Background: an optimization exercise with open tools, aiming at small area. Do not read the settings as production practice. RTL that was checked went through simulation tests only; none was proved equivalent to the original.

## 04-24
## timer_top
module timer_top (sys_clk, sys_rst_n, tim_psel, tim_pwrite, tim_penable, tim_paddr, tim_pwdata, tim_prdata, tim_pstrb, tim_pready, tim_pslverr, tim_int, dbg_mode);
==> module timer_top, before the edit <==
module timer_top (sys_clk, sys_rst_n, tim_psel, tim_pwrite, tim_penable, tim_paddr, tim_pwdata, tim_prdata, tim_pstrb, tim_pready, tim_pslverr, tim_int, dbg_mode);
	input wire sys_clk, sys_rst_n;
	input wire tim_psel, tim_pwrite, tim_penable, dbg_mode;
	input wire [11:0] tim_paddr;
	input wire [31:0] tim_pwdata;
	input wire [3:0] tim_pstrb;
	output wire [31:0] tim_prdata;
	output wire tim_pready, tim_pslverr, tim_int;
	reg acc;
	always @(posedge sys_clk or negedge sys_rst_n)
		if (!sys_rst_n) acc <= 1'b0;
		else            acc <= tim_psel & tim_penable & ~acc;
	wire wr = acc &  tim_pwrite;
	wire rd = acc & ~tim_pwrite;
	wire [31:0] wdata = tim_pwdata;
	wire [3:0]  strb  = tim_pstrb;
	wire a_ok   = (tim_paddr[11:5] == 7'd0) && (tim_paddr[1:0] == 2'd0);
	wire [2:0] ai = tim_paddr[4:2];
	wire is_tcr   = a_ok && (ai == 3'd0);
	wire is_tdr0  = a_ok && (ai == 3'd1);
	wire is_tdr1  = a_ok && (ai == 3'd2);
	wire is_tcmp0 = a_ok && (ai == 3'd3);
	wire is_tcmp1 = a_ok && (ai == 3'd4);
	wire is_tier  = a_ok && (ai == 3'd5);
	wire is_tisr  = a_ok && (ai == 3'd6);
	wire is_thcsr = a_ok && (ai == 3'd7);
	reg timer_en, div_en;
	reg [3:0] div_val;
	reg int_en, halt_req, int_st;
	reg [31:0] tcmp0, tcmp1;
	reg [31:0] tdr0, tdr1;
	reg [63:0] cnt;
	reg load_back, tdr_wr_en, cnt_clr, int_clr;
	reg int_st_q, halt_ack, halt_ack_q, timer_en_q, cnt_en, rst_q;
	reg [7:0] cnt_div;
	wire tcr_wr = wr & is_tcr;
	wire err_div_val = strb[1] & (wdata[11:8] > 4'd8);
	wire err_run = timer_en & ((strb[0] & (wdata[1] != div_en)) | (strb[1] & (wdata[11:8] != div_val)));
	wire error_res = tcr_wr & (err_div_val | err_run);
	always @(posedge sys_clk or negedge sys_rst_n) begin
		if (!sys_rst_n) begin
			timer_en <= 1'b0;
			div_en   <= 1'b0;
			div_val  <= 4'd1;
			int_en   <= 1'b0;
			halt_req <= 1'b0;
		end else begin
			if (tcr_wr & ~error_res & strb[0]) begin
				timer_en <= wdata[0];
				div_en   <= wdata[1];
			end
			if (tcr_wr & ~error_res & strb[1])
				div_val <= wdata[11:8];
			if (wr & is_tier & strb[0])
				int_en <= wdata[0];
			if (wr & is_thcsr & strb[0])
				halt_req <= wdata[0];
		end
	end
	genvar b;
	generate for (b = 0; b < 4; b = b + 1) begin : g_cmp
		always @(posedge sys_clk) begin
			if (!sys_rst_n) begin
				tcmp0[8*b+7:8*b] <= 8'hFF;
				tcmp1[8*b+7:8*b] <= 8'hFF;
			end else begin
				if (wr & is_tcmp0 & strb[b]) tcmp0[8*b+7:8*b] <= wdata[8*b+7:8*b];
				if (wr & is_tcmp1 & strb[b]) tcmp1[8*b+7:8*b] <= wdata[8*b+7:8*b];
			end
		end
	end endgenerate
	wire tdr_wr = wr & (is_tdr0 | is_tdr1);
	wire tdr_lb = load_back & ~tdr_wr;
	generate for (b = 0; b < 4; b = b + 1) begin : g_tdr
		always @(posedge sys_clk) begin
			if (wr & is_tdr0 & strb[b])  tdr0[8*b+7:8*b] <= wdata[8*b+7:8*b];
			else if (tdr_lb)             tdr0[8*b+7:8*b] <= cnt[8*b+7:8*b];
			if (wr & is_tdr1 & strb[b])  tdr1[8*b+7:8*b] <= wdata[8*b+7:8*b];
			else if (tdr_lb)             tdr1[8*b+7:8*b] <= cnt[32+8*b+7:32+8*b];
		end
	end endgenerate
	always @(posedge sys_clk) begin
		tdr_wr_en  <= tdr_wr;
		cnt_clr    <= tcr_wr & strb[0] & timer_en & ~wdata[0];
		int_clr    <= wr & is_tisr & int_st & wdata[0] & strb[0];
		int_st_q   <= int_st;
		halt_ack   <= dbg_mode & halt_req;
		halt_ack_q <= halt_ack;
		timer_en_q <= timer_en;
		rst_q      <= ~sys_rst_n;
	end
	wire [63:0] inc_c;
	assign inc_c[0] = cnt_en;
	genvar gi;
	generate for (gi = 1; gi < 64; gi = gi + 1) begin : g_inc
		assign inc_c[gi] = inc_c[gi-1] & cnt[gi-1];
	end endgenerate
	wire all_ones = &cnt;
	wire cnt_zero = cnt_clr | all_ones | ~sys_rst_n;
	always @(posedge sys_clk) begin
		if (cnt_zero) begin
			cnt       <= 64'd0;
			load_back <= 1'b1;
		end else if (tdr_wr_en) begin
			cnt       <= {tdr1, tdr0};
			load_back <= 1'b0;
		end else begin
			cnt <= cnt ^ inc_c;
			load_back <= cnt_en;
		end
	end
	wire en_rise = timer_en & ~timer_en_q;
	wire no_div  = ~div_en | (div_val == 4'd0);
	wire [7:0] div_mask = ~(8'hFF << div_val);
	wire div_term = ((cnt_div | ~div_mask) == 8'hFF);
	always @(posedge sys_clk) begin
		if (!timer_en) begin
			cnt_en  <= 1'b0;
			cnt_div <= 8'd0;
		end else if (halt_ack) begin
			cnt_en  <= 1'b0;
		end else if (no_div | en_rise | div_term) begin
			cnt_en  <= ~en_rise;
			cnt_div <= 8'd0;
		end else begin
			cnt_en  <= 1'b0;
			cnt_div <= cnt_div + 8'd1;
		end
	end
	wire cmp_hit = ~(|({tdr1, tdr0} ^ {tcmp1, tcmp0})) & ~rst_q;
	always @(posedge sys_clk or negedge sys_rst_n)
		if (!sys_rst_n)   int_st <= 1'b0;
		else if (int_clr) int_st <= 1'b0;
		else if (cmp_hit) int_st <= 1'b1;
	assign tim_int = int_en & int_st;
	reg [31:0] rdata;
	always @(*) begin
		rdata = 32'd0;
		if (a_ok)
			case (ai)
				3'd0: rdata = {20'd0, div_val, 6'd0, div_en, timer_en};
				3'd1: rdata = tdr0;
				3'd2: rdata = tdr1;
				3'd3: rdata = tcmp0;
				3'd4: rdata = tcmp1;
				3'd5: rdata = {31'd0, int_en};
				3'd6: rdata = {31'd0, int_st_q};
				3'd7: rdata = {30'd0, halt_ack_q, halt_req};
			endcase
	end
	assign tim_prdata  = rd ? rdata : 32'd0;
	assign tim_pready  = acc;
	assign tim_pslverr = error_res;
endmodule
Settings: LEC_CHECK=0, CAP_MARGIN=20, CORE_MARGIN=2, CORE_UTILIZATION=40, SLEW_MARGIN=20; clock period 7.0 ns.
standard.sh (not shown) runs the stock make flow with config.mk's settings and CLKGATE_MAP_FILE= SYNTH_SCRIPT=/design/flow/synth_recipe.tcl, a recipe that flattens the netlist after the stock synthesis.
==> flow/flow/run.sh <==
#!/bin/bash
# Standard ORFS layout with two changes: ports get sky130_fd_sc_hd__buf_1
# buffers, and CTS uses small clock buffers without dummy loads.
set -euo pipefail
export BUFFER_PORTS_ARGS="-buffer_cell sky130_fd_sc_hd__buf_1"
export CTS_ARGS="-sink_clustering_enable -repair_clock_nets -dont_use_dummy_load -buf_list sky130_fd_sc_hd__clkbuf_2 -sink_clustering_size 20"
bash standard.sh > standard.log 2>&1
Status 04-24: flow complete, layout not clean - negative setup slack
What 05-17 does differently from 04-24 at the input level:
--- a/flow/design.v
+++ b/flow/design.v
@@ -90,11 +90,19 @@
 		rst_q      <= ~sys_rst_n;
 	end
-	wire [63:0] inc_c;
-	assign inc_c[0] = cnt_en;
-	genvar gi;
-	generate for (gi = 1; gi < 64; gi = gi + 1) begin : g_inc
-		assign inc_c[gi] = inc_c[gi-1] & cnt[gi-1];
+	localparam NB = 64 / 32;
+	wire [NB-1:0] blk_ones;
+	wire [NB:0]   blk_c;
+	wire [63:0]   inc_c;
+	assign blk_c[0] = cnt_en;
+	genvar gi, gj;
+	generate for (gi = 0; gi < NB; gi = gi + 1) begin : g_blk
+		assign blk_ones[gi] = &cnt[32*gi +: 32];
+		assign blk_c[gi+1]  = blk_c[gi] & blk_ones[gi];
+		assign inc_c[32*gi] = blk_c[gi];
+		for (gj = 1; gj < 32; gj = gj + 1) begin : g_bit
+			assign inc_c[32*gi+gj] = inc_c[32*gi+gj-1] & cnt[32*gi+gj-1];
+		end
 	end endgenerate
-	wire all_ones = &cnt;
+	wire all_ones = &blk_ones;
 	wire cnt_zero = cnt_clr | all_ones | ~sys_rst_n;
 	always @(posedge sys_clk) begin
[summary]
05-17 completed end to end with timing, DRC and antenna clean.
The fraction of area in multi-input gates of 05-17 is lower than that of 04-24.
Relative to 04-24, final net count has decreased by 28 in 05-17.
Compared with 04-24, in 05-17 count of port buffers added during placement did not really move, wire length of the first global-routing pass went down, synthesized cell count went down.
Cmp 04-24 and 05-17 / mean area per synthesized cell / lower: 04-24
04-24 → 05-17: global-route usage lost 0.97 points; net count after synthesis went down.
For 05-17, only the layout was checked, not whether the RTL still works.

==> re-timing with driven ports <==
In the flow no input, the clock included, has a driving cell. The finished layouts below were timed again as built, in two steps. Step 1 (the two cells are an assumption about what drives the block):
set clk [get_ports {sys_clk}]
set_driving_cell -lib_cell sky130_fd_sc_hd__clkbuf_16 $clk
set_driving_cell -lib_cell sky130_fd_sc_hd__buf_2 [delete_from_list [all_inputs] $clk]
Step 2 adds t to the input delays and takes it off the output delays; t is the mean of the earliest and latest rising clock arrival at the registers after step 1. Input paths then give back, and output paths get back, about the clock's delay inside the block. Slacks: ideal ports / drivers / drivers and shift; pairs: ideal ports / drivers.
run	shift t [ns]	setup WS [ns]	hold WS [ns]	worst slew at a driven data input, ns
04-24	0.889	-3.602 / -3.602 / -3.602	0.410 / 0.410 / 0.410	0.04
05-17	0.863	0.322 / 0.322 / 0.322	0.457 / 0.457 / 0.457	0.04
